Context: an optimization exercise on an open-source flow, tuned for small area. The choices shown serve that exercise and are no tape-out recipe.
Only simulation tests tie the RTL to the original design; equivalence was not proved.
No run shown here takes its clock network from TritonCTS; it comes from the design's own scripts or RTL.
The flow treats the clock pin as an ideal source. Dropping or thinning the clock tree relies on that and would not hold on a real chip.
No activity file was given, so power comes from the tool's default toggle rates.

===== design.v =====
module OQ1_Stopwatch(AN, Seg, Dot, CLK, Start, RESET);
  output [3:0] AN;
  output [6:0] Seg;
  output Dot;
  input CLK, Start, RESET;
  reg  [5:0] ms;
  wire       ms_fb = ms[5] ^ ms[0] ^ (ms[4:2] == 3'b101);
  wire       scan  = (ms[4:2] == 3'b000);
  always @(posedge CLK or posedge RESET)
    if (RESET) ms <= 6'h05;
    else       ms <= {ms[4:0], ms_fb};
  reg         counting;
  reg  [11:0] ds;
  wire        ds_g  = ds[7] ? (ds[2] & ds[4]) : (ds[2] | ~ds[4]);
  wire        ds_fb = counting & (ds[11] ^ ds_g);
  wire        tick  = ((ds & 12'hef7) == 12'h800);
  always @(posedge CLK or posedge RESET)
    if (RESET) begin
      counting <= 1'b0;
      ds       <= 12'h000;
    end else begin
      counting <= counting | Start;
      ds       <= {ds[10:0], ds_fb};
    end
  function [3:0] nx(input [3:0] d);
    nx = {(d[0] & d[1] & d[2]) | (d[0] & d[3]), (d[0] & d[1]), (d[0] & ~d[3]), ~(1'b0)};
  endfunction
  function is9(input [3:0] d);
    is9 = (d[0] & d[3]);
  endfunction
  function [6:0] sg(input [3:0] d);
    sg = {(d[0] & d[1] & d[2]) | (~d[1] & ~d[2] & ~d[3]), (d[0] & d[1]) | (d[1] & ~d[2]) | (d[0] & ~d[2] & ~d[3]), (d[0]) | (~d[1] & d[2]), (d[0] & ~d[1] & ~d[2]) | (~d[0] & ~d[1] & d[2]) | (d[0] & d[1] & d[2]), (~d[0] & d[1] & ~d[2]), (d[0] & ~d[1] & d[2]) | (~d[0] & d[1] & d[2]), (~d[0] & ~d[1] & d[2]) | (d[0] & ~d[1] & ~d[2] & ~d[3])};
  endfunction
  reg        pend;
  reg  [3:0] D0, D1, D2, D3;
  wire       e0 = scan & pend;
  wire       e1 = e0 & is9(D0);
  wire       e2 = e1 & is9(D1);
  wire       e3 = e2 & is9(D2);
  always @(posedge CLK or posedge RESET)
    if (RESET) begin
      pend <= 1'b0;
      D0 <= 4'b0000; D1 <= 4'b0000; D2 <= 4'b0000; D3 <= 4'b0000;
    end else begin
      pend <= tick | (pend & ~scan);
      D0 <= D0 ^ ({4{e0}} & nx(D0));
      D1 <= D1 ^ ({4{e1}} & nx(D1));
      D2 <= D2 ^ ({4{e2}} & nx(D2));
      D3 <= D3 ^ ({4{e3}} & nx(D3));
    end
  reg [1:0] sel;
  reg       dp;
  always @(posedge CLK or posedge RESET)
    if (RESET) begin
      sel <= 2'b00;
      dp  <= 1'b0;
    end else if (scan) begin
      sel <= {sel[0], ~sel[1]};
      dp  <= sel[1] | sel[0];
    end
  wire [3:0] an = {~(sel == 2'b10), ~(sel == 2'b11), ~(sel == 2'b01), ~(sel == 2'b00)};
  wire [3:0] dig = (D0 & {4{~an[0]}}) | (D1 & {4{~an[1]}}) | (D2 & {4{~an[2]}}) | (D3 & {4{~an[3]}});
  assign Seg = sg(dig);
  assign AN  = an;
  assign Dot = dp;
endmodule

===== flow/run.sh =====
#!/bin/bash
# The standard layout with these changes:
#  - synthesis runs once for each ABC script flow/abc_*.script (area-oriented
#    mapping, some after ABC's &deepsyn), each in a work folder of its own,
#    and the run with the smallest netlist is kept; the runs differ only in
#    how ABC maps the logic between the registers, which it does not touch;
#  - the ports get buf_1 buffers;
#  - the clock tree uses clkbuf_4 and no dummy loads, and the clock port
#    drives its leaf buffers directly (post_cts.tcl).
set -euo pipefail
W=$PWD
R=$W/orfs/results/sky130hd/OQ1_Stopwatch/base
for s in $W/flow/abc_*.script; do
  n=$(basename $s .script)
  rm -rf $W/scripts_$n $W/orfs_$n
  cp -r $FLOW_HOME/scripts $W/scripts_$n
  cp $s $W/scripts_$n/abc_speed.script
  sed -e "s|WORK_HOME=[^ ]*|WORK_HOME=$W/orfs_$n|" -e '/^if \[\[/,$d' standard.sh > $W/standard_$n.sh
done
for s in $W/flow/abc_*.script; do
  n=$(basename $s .script)
  ( SCRIPTS_DIR=$W/scripts_$n bash $W/standard_$n.sh synth > $W/synth_$n.log 2>&1 || true ) &
  while [ $(jobs -r | wc -l) -ge ${NUM_CORES:-4} ]; do sleep 1; done
done
wait
best=""; best_area=""
for s in $W/flow/abc_*.script; do
  n=$(basename $s .script)
  f=$W/orfs_$n/reports/sky130hd/OQ1_Stopwatch/base/synth_stat.txt
  [[ -f $f && -f $W/orfs_$n/results/sky130hd/OQ1_Stopwatch/base/1_2_yosys.v ]] || continue
  a=$(awk '/Chip area for module/ {print $NF}' $f)
  echo "$n $a" >> $W/synth_areas.txt
  if [[ -z "$best" ]] || python3 -c "import sys; sys.exit(0 if $a < $best_area else 1)"; then
    best=$n; best_area=$a
  fi
done
echo "kept: $best $best_area" >> $W/synth_areas.txt
rm -rf $W/orfs $W/scripts
mv $W/orfs_$best $W/orfs
mv $W/scripts_$best $W/scripts
for s in $W/flow/abc_*.script; do
  n=$(basename $s .script)
  rm -rf $W/orfs_$n $W/scripts_$n
done
export SCRIPTS_DIR=$W/scripts
export BUFFER_PORTS_ARGS="-buffer_cell sky130_fd_sc_hd__buf_1"
export CTS_ARGS="-sink_clustering_enable -repair_clock_nets -dont_use_dummy_load -buf_list sky130_fd_sc_hd__clkbuf_4"
export POST_CTS_TCL=$W/flow/post_cts.tcl
export CLK_GROUPS=2 CLK_CELL=sky130_fd_sc_hd__clkbuf_8
cp $R/1_2_yosys.v $W/synth_netlist_orig.v
python3 flow/downsize.py $R/1_2_yosys.v $FLOW_HOME/platforms/sky130hd/lib/sky130_fd_sc_hd__tt_025C_1v80.lib > $W/downsize.log 2>&1
rm -f $R/1_synth.odb
bash standard.sh > $W/layout.log 2>&1

===== flow/abc_a20s0.script =====
strash
&get -n
&deepsyn -T 20
&put
dch
amap
topo

===== flow/abc_a20s1.script =====
strash
&get -n
&deepsyn -T 20 -S 1
&put
dch
amap
topo

===== flow/abc_a20s2.script =====
strash
&get -n
&deepsyn -T 20 -S 2
&put
dch
amap
topo

===== flow/abc_a20s3.script =====
strash
&get -n
&deepsyn -T 20 -S 3
&put
dch
amap
topo

===== flow/abc_s31.script =====
strash
balance -l
resub -K 6 -l
rewrite -l
resub -K 6 -N 2 -l
refactor -l
resub -K 8 -l
balance -l
resub -K 8 -N 2 -l
rewrite -l
resub -K 10 -l
rewrite -z -l
resub -K 10 -N 2 -l
balance -l
resub -K 12 -l
refactor -z -l
resub -K 12 -N 2 -l
rewrite -z -l
balance -l
dch
amap
topo

===== flow/abc_s8.script =====
strash
dc2
dch -f
amap
topo

===== flow/downsize.py =====
#!/usr/bin/env python3
"""Swap each combinational cell of the synthesized netlist for the smallest
cell of the same function (same name up to the drive-strength suffix), as
timing has ample slack at the problem's period. Registers are left alone."""
import re, sys
net, lib = sys.argv[1], sys.argv[2]
dont = set(sys.argv[3].split()) if len(sys.argv) > 3 else set()
area = {}
for m in re.finditer(r'cell\s*\(\s*"?(\w+)"?\s*\)\s*\{.*?area\s*:\s*([\d.]+)', open(lib).read(), re.S):
    area[m.group(1)] = float(m.group(2))
fam = {}
for c, a in area.items():
    m = re.match(r'(sky130_fd_sc_hd__\w+?)_(\d+)$', c)
    if m and c not in dont:
        fam.setdefault(m.group(1), []).append((a, int(m.group(2)), c))
src = open(net).read()
def repl(m):
    c = m.group(1)
    b = re.match(r'(sky130_fd_sc_hd__\w+?)_(\d+)$', c)
    if not b or any(b.group(1).startswith('sky130_fd_sc_hd__' + p) for p in ('df', 'conb', 'lpflow', 'probe')):
        return m.group(0)
    best = min(fam.get(b.group(1), [(area.get(c, 1e9), 0, c)]))
    if best[0] < area.get(c, 1e9):
        return best[2] + m.group(2)
    return m.group(0)
out = re.sub(r'^\s*(sky130_fd_sc_hd__\w+)(\s)', lambda m: ' ' + repl(m).lstrip(), src, flags=re.M)
open(net, 'w').write(out)

===== flow/post_cts.tcl =====
# Rebuild the clock network: remove the buffers CTS inserted, split the
# clock sinks into CLK_GROUPS groups by position (k-means), and drive each
# group from one CLK_CELL buffer placed at its centre; the clock port
# drives these buffers.
set block [ord::get_db_block]
set clk_net [$block findNet CLK]
# Collect the clock buffers reachable from the port, and the sinks.
set bufs {}
set sinks {}
set todo [list $clk_net]
while {[llength $todo]} {
  set net [lindex $todo 0]
  set todo [lrange $todo 1 end]
  foreach it [$net getITerms] {
    if {![$it isInputSignal]} { continue }
    set inst [$it getInst]
    if {[string match "sky130_fd_sc_hd__clkbuf_*" [[$inst getMaster] getName]]} {
      lappend bufs $inst
      lappend todo [[$inst findITerm X] getNet]
    } else {
      lappend sinks $it
    }
  }
}
foreach b $bufs {
  set out [[$b findITerm X] getNet]
  foreach it [$out getITerms] { if {[$it getInst] ne $b} { $it disconnect } }
  [$b findITerm A] disconnect
  [$b findITerm X] disconnect
  odb::dbInst_destroy $b
  odb::dbNet_destroy $out
}
set k $::env(CLK_GROUPS)
set pts {}
foreach it $sinks {
  set xy [$it getAvgXY]
  lappend pts [list [lindex $xy 1] [lindex $xy 2]]
}
# k-means, started from sinks spread over the list sorted by x
set order [lsort -integer -index 0 $pts]
set cent {}
for {set i 0} {$i < $k} {incr i} {
  lappend cent [lindex $order [expr {int(($i + 0.5) * [llength $order] / $k)}]]
}
for {set iter 0} {$iter < 50} {incr iter} {
  set asg {}
  foreach p $pts {
    set best 0; set bd 1e30
    for {set i 0} {$i < $k} {incr i} {
      set c [lindex $cent $i]
      set d [expr {pow([lindex $p 0] - [lindex $c 0], 2) + pow([lindex $p 1] - [lindex $c 1], 2)}]
      if {$d < $bd} { set bd $d; set best $i }
    }
    lappend asg $best
  }
  set newc {}
  for {set i 0} {$i < $k} {incr i} {
    set sx 0; set sy 0; set n 0
    foreach p $pts a $asg { if {$a == $i} { set sx [expr {$sx + [lindex $p 0]}]; set sy [expr {$sy + [lindex $p 1]}]; incr n } }
    if {$n > 0} { lappend newc [list [expr {$sx / $n}] [expr {$sy / $n}]] } else { lappend newc [lindex $cent $i] }
  }
  set cent $newc
}
set master [[ord::get_db] findMaster $::env(CLK_CELL)]
for {set i 0} {$i < $k} {incr i} {
  set inst [odb::dbInst_create $block $master "clkbuf_grp_$i"]
  set net [odb::dbNet_create $block "clknet_grp_$i"]
  $net setSigType CLOCK
  [$inst findITerm A] connect $clk_net
  [$inst findITerm X] connect $net
  set c [lindex $cent $i]
  $inst setLocation [expr {int([lindex $c 0])}] [expr {int([lindex $c 1])}]
  $inst setPlacementStatus PLACED
  set n 0
  foreach it $sinks a $asg { if {$a == $i} { $it connect $net; incr n } }
  puts "post_cts: clkbuf_grp_$i ($::env(CLK_CELL)) drives $n sinks"
}
global_connect
estimate_parasitics -placement
detailed_placement
check_placement -verbose
report_clock_skew

===== standard.sh =====
#!/bin/bash
# synth_recipe.tcl (not shown) runs the flow's synth.tcl, then flattens the netlist and writes it again
# the make line also repeats each setting of config.mk as NAME=value (left out here)
make -C /OpenROAD-flow-scripts/flow DESIGN_CONFIG=/design/flow/config.mk WORK_HOME=/design/flow/orfs CLKGATE_MAP_FILE= SYNTH_SCRIPT=/design/flow/synth_recipe.tcl "${@:-finish}"

===== config.mk =====
export PLATFORM = sky130hd
export DESIGN_NAME = OQ1_Stopwatch
export DESIGN_NICKNAME = OQ1_Stopwatch
export VERILOG_FILES = /design/flow/design.v
export SDC_FILE = /design/flow/constraint.sdc
export NUM_CORES = 4
export LEC_CHECK = 0
export CAP_MARGIN = 20
export CORE_MARGIN = 2
export CORE_UTILIZATION = 50
export SLEW_MARGIN = 20

===== constraint.sdc =====
create_clock -name core_clock -period 10.0 [get_ports {CLK}]
set_input_delay 2.0000 -clock core_clock [delete_from_list [all_inputs] [get_ports {CLK}]]
set_output_delay 2.0000 -clock core_clock [all_outputs]
set_load 0.01 [all_outputs]

==> out/qor.csv, run 1 <==
metric,value,unit
yosys.area_share.adder,0,%
drc,0,
synthSimpleGateAreaFrac,16.0,%
synth_compound_area_share,14.4,%
viasPerCell,5.44,
dieWidth,58.1,um
fin_setup_tns,0,ns
final_common_cell,dfrtp_1,
clock-sinks,39,
power_density,167,mW/mm2
fin_nets,161,
layout_min_cycle_time,3.98,ns
area_delta_synth_final,8.63,%
fmax,251,MHz
status,timing/DRC/antenna clean,
hpwl,1.83,mm
synth_area,0.00147,mm2
drive_above_1_share,3.21,%
port_buffers,14,
vias,1018,
synth_top_area_cell,dfrtp_1,
grt_pass1_vias,972,
n_antenna_cell,0,
maxSlewViolCount,0,
avgSynthCellArea,10.5,um2
track_usage,16.9,%
power_leakage,0.000723,uW
fin_area,0.00159,mm2
worstSetupEndpointType,output pin,
hold_viol_final,0,
crit_type,register to output pin,
setup_viol,0,
synth_cell_type_count,20,
ir_drop,139,uV
final_cell_mix,"dfrtp_1 (37), nor2_1 (28), nand2_1 (14), buf_1 (14), clkinv_1 (11)",
grt_antenna_before_repair,0,
grt_max_degree,40,
drt-initial-drc-count,72,
hp-class,register to register,
place_congestion,0.772,
insertion_delay,0.17,ns
synth_top_family_by_area,simple AND/OR/NAND/NOR gates,
first_pass_iters,4,
start_util,52.7,%
rows,19,
yosysTopAreaCellShare,63.2,%
finClkSkew,0.0244,ns
synth_seq_cells,39,
pin_count,15,
ys_seq_area_share,66.8,%
synthXorXnorAreaFrac,0,%
synth_cells,139,
rsz0062_at_grt,false,
dpl-instance-area,0.00156,mm2
slew_headroom,62.0,%
grt_overflow_total,0,
wl_per_cell,12.9,um
ant_nets,0,
wl,2.41,mm
clk_pin_slew_worst_paths,0.12,ns
worst_pin_slew,0.566,ns
start_kind,register,
dieArea,0.00338,mm2
muxShareOfSynthArea,0,%
grt_pass1_wl,4.31,mm
worst_ep_required_time,8.00,ns
yosys_warnings,1,
dieHeight,58.1,um
core_area,0.00278,mm2
fin_crit_sh,39.8,%
syn_nets,142,
cp_data_arrival_time,1.98,ns
max_cap_viol_count,0,
synthTopCellsByArea,"dfrtp_1 (63%), nor2_1 (7.2%), o22ai_1 (4.3%), dfstp_2 (3.6%), nand2_1 (3.6%)",
crit_fanout,6,
## cell type report
| type | instances | area (um2) |
|---|---|---|
| Tap cell | 31 | 38.8 |
| Buffer | 2 | 27.5 |
| Sequential cell | 39 | 978 |
| Timing Repair Buffer | 15 | 60.1 |
| Multi-Input combinational cell | 89 | 445 |
| Inverter | 11 | 41.3 |
| Fill cell | 259 | 1190 |
## synth_stat cells
cell,count
nor2b_1,2
a21oi_1,9
o21a_1,5
clkinv_1,11
o22a_1,1
or2_0,1
o22ai_1,10
and3_1,3
dfstp_2,2
a32o_1,1
dfrtp_1,37
nor4_1,1
nor2_1,28
nand3_1,3
a211oi_1,1
o21ai_0,6
nand3b_1,1
nor3_1,2
nand2_1,14
o211a_1,1
## power breakdown
part / switching (uW) / internal, uW
Combinational: 8.14 / 6.24
Sequential: 13.9 / 183
Clock: 36.6 / 18.7
## state kept, by name, summed over array words and instances, names as in the netlist
signal / count
D2: 4
D0: 4
ms: 6
dp: 1
sel: 2
D1: 4
counting: 1
pend: 1
ds: 12
D3: 4
## cell families (layout without fill, tap and decap cells)
logic type,count (synthesis),after routing
buf+inv,11,28
compound gates,34,34
simple gates,55,55
flops,39,39
## worst paths after layout
check,end,slack [ns],startpoint,cells after the start
max,Seg[0],6.02,sel[0],9
min,ms[2],0.36,ms[1],0
max reg2reg,D3[3],7.27,ms[3],9
min reg2reg,ms[2],0.36,ms[1],0
max in group asynchronous,ms[0],7.74,RESET,3
min in group asynchronous,dp,1.89,RESET,3
## metal layers
layer | track usage [%] | wire length (um) | part of all wire, %
met3 | 3.57 | 123 | 5.1
met4 | 2.99 | 17 | 0.71
met2 | 28.1 | 1120 | 46
met5 | 0 | 0 | 0
met1 | 23.3 | 1150 | 48
## stage by stage
stage	std cells	util, %	total power (uW)	hold slack, ns	setup WS, ns
2_1_floorplan	139	-	206	0.331	6.38
3_3_place_gp	185	56.2	214	0.335	6.36
6_report	187	57.2	266	0.360	6.02
5_1_grt	187	57.2	280	0.372	5.73
3_5_place_dp	185	56.2	215	0.341	6.25
## worst max-delay path, cell delays in order (launching register included)
cell      delay [ns]
dfrtp_1         0.39
clkinv_1        0.12
nand2_1         0.20
o22ai_1         0.10
nor2_1          0.23
clkinv_1        0.17
nand2_1         0.10
o21ai_0         0.12
a211oi_1        0.20
buf_1           0.18
==> run 2, diff against run 1 <==
--- a/flow/run.sh
+++ b/flow/run.sh
@@ -47,5 +47,5 @@
 export CTS_ARGS="-sink_clustering_enable -repair_clock_nets -dont_use_dummy_load -buf_list sky130_fd_sc_hd__clkbuf_4"
 export POST_CTS_TCL=$W/flow/post_cts.tcl
-export CLK_GROUPS=2 CLK_CELL=sky130_fd_sc_hd__clkbuf_8
+export CLK_GROUPS=4 CLK_CELL=sky130_fd_sc_hd__clkbuf_4
 cp $R/1_2_yosys.v $W/synth_netlist_orig.v
 python3 flow/downsize.py $R/1_2_yosys.v $FLOW_HOME/platforms/sky130hd/lib/sky130_fd_sc_hd__tt_025C_1v80.lib > $W/downsize.log 2>&1
==> out/qor.csv, run 2 <==
metric,value,unit
worstSetupEndpointType,output pin,
fmax,253,MHz
hp-class,register to register,
n_antenna_cell,0,
synth_cell_type_count,20,
top_register,ds,
area_delta_synth_final,8.80,%
drive_above_1_share,4.43,%
hpwl,1.83,mm
worst_slack,6.04,ns
dieHeight,58.1,um
drc,0,
start_kind,register,
worst_pin_slew,0.570,ns
port_buffers,14,
async_flop_share,100,%
synth_area,0.00147,mm2
grt_max_degree,40,
drt-initial-drc-count,65,
vias,1024,
crit_type,register to output pin,
rows,19,
grt_overflow_total,0,
synthTopCellsByArea,"dfrtp_1 (63%), nor2_1 (7.2%), o22ai_1 (4.3%), dfstp_2 (3.6%), nand2_1 (3.6%)",
finClkSkew,0.0378,ns
cp_slowest_stage_delay,0.38,ns
cp_data_arrival_time,1.96,ns
largest_reg_flops,12,
grt_pass1_vias,982,
clock-sinks,39,
ir_drop,164,uV
holdWs,0.360,ns
fin_crit_sh,39.6,%
crit_fanout,6,
slew_headroom,61.7,%
fin_util,57.3,%
dieArea,0.00338,mm2
first_pass_iters,4,
avgSynthCellArea,10.5,um2
insertion_delay,0.17,ns
yosysTopAreaCellShare,63.2,%
synth_seq_cells,39,
ant_nets,0,
regArea,978,um2
syn_nets,142,
wl,2.41,mm
layout_min_cycle_time,3.96,ns
path_delay_family,simple AND/OR/NAND/NOR gates,
grt_pass1_wl,4.40,mm
viasPerCell,5.42,
pin_count,15,
dieWidth,58.1,um
yosys_warnings,1,
clk_pin_slew_worst_paths,0.10,ns
core_area,0.00278,mm2
cpMostUsedCell,clkinv_1,
final_common_cell,dfrtp_1,
grt_antenna_before_repair,0,
hold_viol_final,0,
wl_per_cell,12.8,um
crit_chain,clkinv_1 > nand2_1 > o22ai_1 > nor2_1 > clkinv_1 > o21ai_0 > nor2b_1 > buf_1,
fill_cells,260,
crit_buf_inv,3,
synth_cells,139,
synth-edff-count,0,
start_util,52.7,%
rsz0062_at_grt,false,
pre_cts_ws,6.25,ns
power_density,166,mW/mm2
power_leakage,0.000727,uW
max_cap_viol_count,0,
yosysMostFrequentCell,dfrtp_1,
multiInputGateArea,445,um2
cp_slowest_cell,dfrtp_1,
ys_seq_area_share,66.8,%
track_usage,18.1,%
fin_setup_tns,0,ns
fin_nets,163,
top_regs,"ds: 12 flops, ms: 6 flops",
synthTopCellsByCount,"dfrtp_1 (37), nor2_1 (28), nand2_1 (14), clkinv_1 (11), o22ai_1 (10)",
setup_viol,0,
worst_ep_required_time,8.00,ns
synth_ff_type,dfrtp_1,
synth_top_area_cell,dfrtp_1,
status,timing/DRC/antenna clean,
place_congestion,0.772,
maxSlewViolCount,0,
final_cell_mix,"dfrtp_1 (37), nor2_1 (28), nand2_1 (14), buf_1 (14), clkinv_1 (11)",
-- run 2: cell counts after synthesis --
No cell type changed its count.
-- run 2: per-stage QoR --
step	cell area [um2]	instances	power (uW)
floorplan	1470	139	206
global placement	1560	185	214
detailed placement	1560	185	215
global route	1590	189	280
finish	1590	189	265
-- run 2: cells by family (layout without fill, tap and decap cells) --
family                 Yosys count  in the layout  synth area share (%)
buffers and inverters           11             30                  2.82
DFF                             39             39                  66.8
AOI/OAI and AO/OA               34             34                  14.4
and+or+nand+nor                 55             55                  16.0
-- run 2: layout make-up --
type	count	area share (%)
multi-input cells	89	27.9
well taps	31	2.43
inverters	11	2.59
repair buffers	15	3.77
flip-flops and latches	39	61.4
plain buffers	4	1.88
-- run 2: path summary, 6_finish.rpt --
check,from,to,slack [ns],cells past startpoint
worst max-delay path,sel[0],Seg[1],6.04,8
worst min-delay path,ms[1],ms[2],0.36,0
worst max register to register,ms[3],D3[3],7.27,9
worst min register to register,ms[1],ms[2],0.36,0
max in group asynchronous,RESET,D1[1],7.75,3
min in group asynchronous,RESET,ds[2],1.89,3
-- run 2: power by group --
part | leakage, uW | switching, uW | internal, uW
clock network | 0.0000184 | 35.1 | 19.2
registers | 0.000496 | 13.9 | 183
logic | 0.000213 | 8.02 | 6.23
total | 0.000727 | 57.0 | 208
-- run 2: metal layers --
layer | GRT usage (%) | share of wire [%] | wire [um] | vias to the layer above
li1 | - | - | - | 516
met1 | 23.2 | 47 | 1130 | 477
met3 | 7.59 | 6.4 | 154 | 5
met4 | 5.98 | 2.4 | 57 | 0
met5 | 0 | 0 | 0 | -
met2 | 27.9 | 44 | 1070 | 26
-- run 2: worst register-to-register path, cell delays in order (launching register included) --
cell	delay, ns
dfrtp_1	0.41
nor3_1	0.51
clkinv_1	0.25
nor2_1	0.26
and3_1	0.29
and3_1	0.29
and3_1	0.23
nand2_1	0.11
nor2_1	0.18
a32o_1	0.18

## afterwards: timing with drivers on the ports
In the flow no input, the clock included, has a driving cell. The finished layouts below were timed again as built, in two steps. Step 1: set_driving_cell puts a clkbuf_16 on CLK and a buf_2 on each other input, an assumption about the parent block. Step 2 also shifts input and output timing later by t, the mid clock arrival at the registers, as if the neighbouring blocks saw the same clock. Three values: ideal ports, drivers, drivers and shift; two values: the first two.
run	shift t [ns]	setup slack, ns	clock arrival spread, ns	slew at the worst register clock pin (ns)	worst slew at a driven data input, ns
run 1	0.194	6.021 / 5.990 / 6.184	0.024 / 0.024	0.12 / 0.12	0.03
run 2	0.195	6.044 / 6.003 / 6.198	0.038 / 0.038	0.12 / 0.12	0.03
After both steps setup and hold are still met in every run listed.
